This design comes from an exercise in tuning for small area on the open sky130 flow, not from production work.
Only simulation tests tie the RTL to the original design; equivalence was not proved.
Power and IR drop assume default switching activity.

## before
==> flow/design.v <==
`timescale 1ns / 1ps
module debouncer(input logic clk, input logic rst, input logic btn, output logic pulse);
    logic b;
    logic [7:0] t;
    logic last;
    assign last = (t & 8'hf5) == 8'h00;
    assign pulse = b & ((t & 8'h7b) == 8'h00);
    always_ff @(posedge clk)
        b <= ~rst & (b ? ~last : btn);
    always_ff @(posedge clk)
        t <= b ? {t[6:0], t[7] ^ t[2]} : 8'h04;
endmodule
module Simple_Processor(input logic clk, reset, leftBtn, rightBtn, switchEn, input logic [11:0] switch, output logic [6:0] seg, output logic dp, output logic [3:0] an);
    logic pL, pR, pW;
    logic [2:0] PC;
    logic [11:0] IR, rom;
    logic w;
    logic [1:0] e;
    logic lc;
    logic [3:0] D_addr;
    logic [2:0] a1, a2, wa;
    logic [3:0] dm [15:0];
    logic [3:0] R_data;
    logic [3:0] rf [7:0];
    logic [3:0] rdd1, rdd2, Res, wd;
    logic [5:0] count;
    logic ld, st, exec;
    debouncer dbL(clk, reset, leftBtn, pL);
    debouncer dbR(clk, reset, rightBtn, pR);
    debouncer dbW(clk, reset, w, pW);
    localparam logic [95:0] ROMV = {12'hBCE, 12'h065, 12'h215, 12'hD03,
                                    12'hACA, 12'hA81, 12'h006, 12'h012};
    assign rom = ROMV[PC*12 +: 12];
    always_ff @(posedge clk)
        if (reset) PC <= 3'd0;
        else if (pL) PC <= PC + 3'd1;
    always_ff @(posedge clk)
        IR <= switchEn ? switch : rom;
    assign exec = switchEn ? pR : pL;
    assign ld = w & (e == 2'b00);
    assign st = (e == 2'b11);
    always_ff @(posedge clk)
        if (reset) begin
            w <= 1'b0; e <= 2'b00; lc <= 1'b0; a1 <= 3'd0; a2 <= 3'd0;
        end else if (exec)
            case (IR[11:9])
                3'b000: begin
                    w <= 1'b1; e <= 2'b00; lc <= ~lc;
                    if (lc) a2 <= IR[6:4]; else a1 <= IR[6:4];
                end
                3'b001: begin
                    w <= 1'b0; e <= 2'b11; lc <= 1'b1; a1 <= IR[6:4];
                end
                3'b101: begin
                    w <= 1'b1; e <= 2'b01; a1 <= IR[2:0]; a2 <= IR[5:3];
                end
                3'b110: begin
                    w <= 1'b1; e <= 2'b10; a1 <= IR[2:0]; a2 <= IR[5:3];
                end
                default: ;
            endcase
    always_ff @(posedge clk)
        if (exec && IR[11:10] == 2'b00) D_addr <= IR[3:0];
    always_ff @(posedge clk)
        if (exec)
            case (IR[11:9])
                3'b000: wa <= IR[6:4];
                3'b101, 3'b110: wa <= IR[8:6];
                default: ;
            endcase
    logic [3:0] rwd;
    assign wd = ld ? R_data : Res;
    assign rwd = wd & {4{~reset}};
    always_ff @(posedge clk)
        for (int i = 0; i < 16; i++)
            if (reset | (st & (D_addr == i)))
                dm[i] <= (rdd1 & {4{~reset}}) | (4'(i) & {4{reset}});
    always_ff @(posedge clk)
        for (int i = 0; i < 8; i++)
            if (reset | (pW & (wa == i)))
                rf[i] <= rwd;
    always_ff @(posedge clk)
        if (reset | ld) R_data <= dm[D_addr] & {4{~reset}};
    always_ff @(posedge clk) begin
        rdd1 <= rf[a1];
        rdd2 <= rf[a2];
    end
    always_comb
        case (e)
            2'b01: Res = rdd1 + rdd2;
            2'b10: Res = rdd1 - rdd2;
            default: Res = 4'd0;
        endcase
    always_ff @(posedge clk)
        if (reset) count <= 6'd0;
        else count <= count + 6'd1;
    logic [3:0] dv;
    always_comb
        case (count[5:4])
            2'b00: begin dv = Res;  an = 4'b1110; end
            2'b01: begin dv = 4'd0; an = 4'b1101; end
            2'b10: begin dv = rdd2; an = 4'b1011; end
            default: begin dv = rdd1; an = 4'b0111; end
        endcase
    always_comb
        case (dv)
            4'd0 : seg = 7'b1000000;
            4'd1 : seg = 7'b1111001;
            4'd2 : seg = 7'b0100100;
            4'd3 : seg = 7'b0110000;
            4'd4 : seg = 7'b0011001;
            4'd5 : seg = 7'b0010010;
            4'd6 : seg = 7'b0000010;
            4'd7 : seg = 7'b1111000;
            4'd8 : seg = 7'b0000000;
            4'd9 : seg = 7'b0010000;
            4'd10: seg = 7'b0001000;
            4'd11: seg = 7'b0000011;
            4'd12: seg = 7'b1000110;
            4'd13: seg = 7'b0100001;
            4'd14: seg = 7'b0000110;
            default: seg = 7'b0001110;
        endcase
    assign dp = 1'b1;
endmodule
clock: 10.0 ns
lec_check: 0
abc_area: 1
cap_margin: 20
core_margin: 2
core_utilization: 60
cts_buf_list: sky130_fd_sc_hd__clkbuf_8
slew_margin: 20
standard.sh (not shown) runs the stock make flow with config.mk's settings and CLKGATE_MAP_FILE= SYNTH_SCRIPT=/design/flow/synth_recipe.tcl, a recipe that flattens the netlist after the stock synthesis.
==> flow/flow/run.sh <==
#!/bin/bash
# Own layout flow: the standard synthesis, then the combinational logic
# (not the registers, which keep their cells and names) is mapped again with
# an area-oriented ABC script, then the standard layout steps run on that
# netlist, with the smallest buffer on the ports. Each tool's output is kept
# in a log file of its own in the work folder.
set -euo pipefail
W=$PWD
F=$W/flow
R=$W/orfs/results/${FLOW_PLATFORM:-sky130hd}/Simple_Processor/base
LIB=$FLOW_HOME/platforms/sky130hd/lib/sky130_fd_sc_hd__tt_025C_1v80.lib
YOSYS=${YOSYS_EXE:-$(command -v yosys || echo /OpenROAD-flow-scripts/tools/install/yosys/bin/yosys)}

bash standard.sh synth > $W/flow_synth.log 2>&1

# cells the platform does not allow
DU=""
for c in $(sed -n '/DONT_USE_CELLS += /,/^$/p' $FLOW_HOME/platforms/sky130hd/config.mk | tr -d '\\' | grep -o 'sky130[a-z0-9_]*'); do
  DU="$DU -dont_use $c"
done

cp $R/1_2_yosys.v $W/standard_1_2_yosys.v
cat > $W/remap.ys <<Y
read_liberty -ignore_miss_func $LIB
delete sky130_fd_sc_hd__df* sky130_fd_sc_hd__edf* sky130_fd_sc_hd__sdf* sky130_fd_sc_hd__sedf* sky130_fd_sc_hd__dlx* sky130_fd_sc_hd__dlr* sky130_fd_sc_hd__lpflow_inputisolatch_1
read_liberty -lib -ignore_redef $LIB
read_verilog $W/standard_1_2_yosys.v
hierarchy -top $FLOW_TOP
flatten
opt -purge
read_liberty -lib -ignore_redef $LIB
abc -script $F/remap.abc -liberty $LIB $DU
opt_clean -purge
setundef -zero
splitnets
opt_clean -purge
hilomap -singleton -hicell sky130_fd_sc_hd__conb_1 HI -locell sky130_fd_sc_hd__conb_1 LO
insbuf -buf sky130_fd_sc_hd__buf_4 A X
check -assert -mapped
stat -liberty $LIB
write_verilog -noattr -nohex -nodec $W/remapped.v
Y
$YOSYS -s $W/remap.ys > $W/flow_remap.log 2>&1
cp $W/remapped.v $R/1_2_yosys.v
touch $R/1_2_yosys.v

# layout settings for the standard steps (make variables)
source $F/params.sh
bash standard.sh finish "${FINISH_ARGS[@]}" > $W/flow_finish.log 2>&1
==> flow/flow/params.sh <==
FINISH_ARGS=(
  "BUFFER_PORTS_ARGS=-buffer_cell sky130_fd_sc_hd__buf_1"
  "CTS_ARGS=-sink_clustering_enable -repair_clock_nets -dont_use_dummy_load -buf_list sky130_fd_sc_hd__clkbuf_8"
)
==> flow/flow/remap.abc <==
strash; &get -n; &dch; &nf -R 1000 -p; &put; strash; &get -n; &dch; &nf -R 1000 -p; &put; strash; &get -n; &dch; &nf -R 1000 -p; &put
before did not stop at any stage, and its layout met the timing, design-rule and antenna checks.
diff inputs: before => after
--- a/flow/design.v
+++ b/flow/design.v
@@ -1,17 +1,19 @@
 `timescale 1ns / 1ps
 module debouncer(input logic clk, input logic rst, input logic btn, output logic pulse);
+    localparam logic [7:0] POL = 8'haa;
     logic b;
-    logic [7:0] t;
+    logic [7:0] u, t;
     logic last;
+    assign t = u ^ POL;
     assign last = (t & 8'hf5) == 8'h00;
     assign pulse = b & ((t & 8'h7b) == 8'h00);
     always_ff @(posedge clk)
         b <= ~rst & (b ? ~last : btn);
     always_ff @(posedge clk)
-        t <= b ? {t[6:0], t[7] ^ t[2]} : 8'h04;
+        u <= (b ? {t[6:0], t[7] ^ t[2]} : 8'h04) ^ POL;
 endmodule
 module Simple_Processor(input logic clk, reset, leftBtn, rightBtn, switchEn, input logic [11:0] switch, output logic [6:0] seg, output logic dp, output logic [3:0] an);
     logic pL, pR, pW;
     logic [2:0] PC;
     logic [11:0] IR, rom;
     logic w;
@@ -66,13 +68,13 @@
             case (IR[11:9])
                 3'b000: wa <= IR[6:4];
                 3'b101, 3'b110: wa <= IR[8:6];
                 default: ;
             endcase
     logic [3:0] rwd;
-    assign wd = ld ? R_data : Res;
+    assign wd = Res | (R_data & {4{ld}});
     assign rwd = wd & {4{~reset}};
     always_ff @(posedge clk)
         for (int i = 0; i < 16; i++)
             if (reset | (st & (D_addr == i)))
                 dm[i] <= (rdd1 & {4{~reset}}) | (4'(i) & {4{reset}});
     always_ff @(posedge clk)
@@ -82,18 +84,15 @@
     always_ff @(posedge clk)
         if (reset | ld) R_data <= dm[D_addr] & {4{~reset}};
     always_ff @(posedge clk) begin
         rdd1 <= rf[a1];
         rdd2 <= rf[a2];
     end
-    always_comb
-        case (e)
-            2'b01: Res = rdd1 + rdd2;
-            2'b10: Res = rdd1 - rdd2;
-            default: Res = 4'd0;
-        endcase
+    logic [3:0] sum;
+    assign sum = rdd1 + (rdd2 ^ {4{e[1]}}) + {3'b000, e[1]};
+    assign Res = sum & {4{e[0] ^ e[1]}};
     always_ff @(posedge clk)
         if (reset) count <= 6'd0;
         else count <= count + 6'd1;
     logic [3:0] dv;
     always_comb
         case (count[5:4])
--- outcome ---
Diff before -> after: leakage power shows no meaningful change; biggest fanout along the worst timing path shows an increase of 10; final cell count shows an increase of 3.
after against before: wire length of the first global-routing pass rose about 2.8%; minimum clock period went up by 0.47 ns; arrival time at the worst endpoint climbed 0.46 ns.
In the tables for after and before, share of the final layout cell area in multi-input gates reads lower with after.
after vs before on wire length reported by the detailed router: after is the higher one.
The clock network latency to the later pin of the worst-skew pair was comparable across after and before.

separate check: timing with driven ports:
In the flow no input, the clock included, has a driving cell. The finished layouts below were timed again as built, in two steps.
Step 1 assumes that a clkbuf_16 drives the clock port and a buf_2 every other input.
Step 2 moves the port delays by t, midway between the first and last clock arrival at a register: inputs arrive t later, outputs are due t later. That takes back most of the time a late clock gives input paths.
Three values: no drivers, after step 1, after step 2; two values: the first two.
run	shift t [ns]	setup slack, ns	worst setup path after step 2	worst data-port slew with drivers (ns)
before	0.468	4.603 / 4.563 / 5.031	register to output	0.03
after	0.476	4.135 / 4.100 / 4.576	register to output	0.03
After both steps every run listed still meets setup and hold.
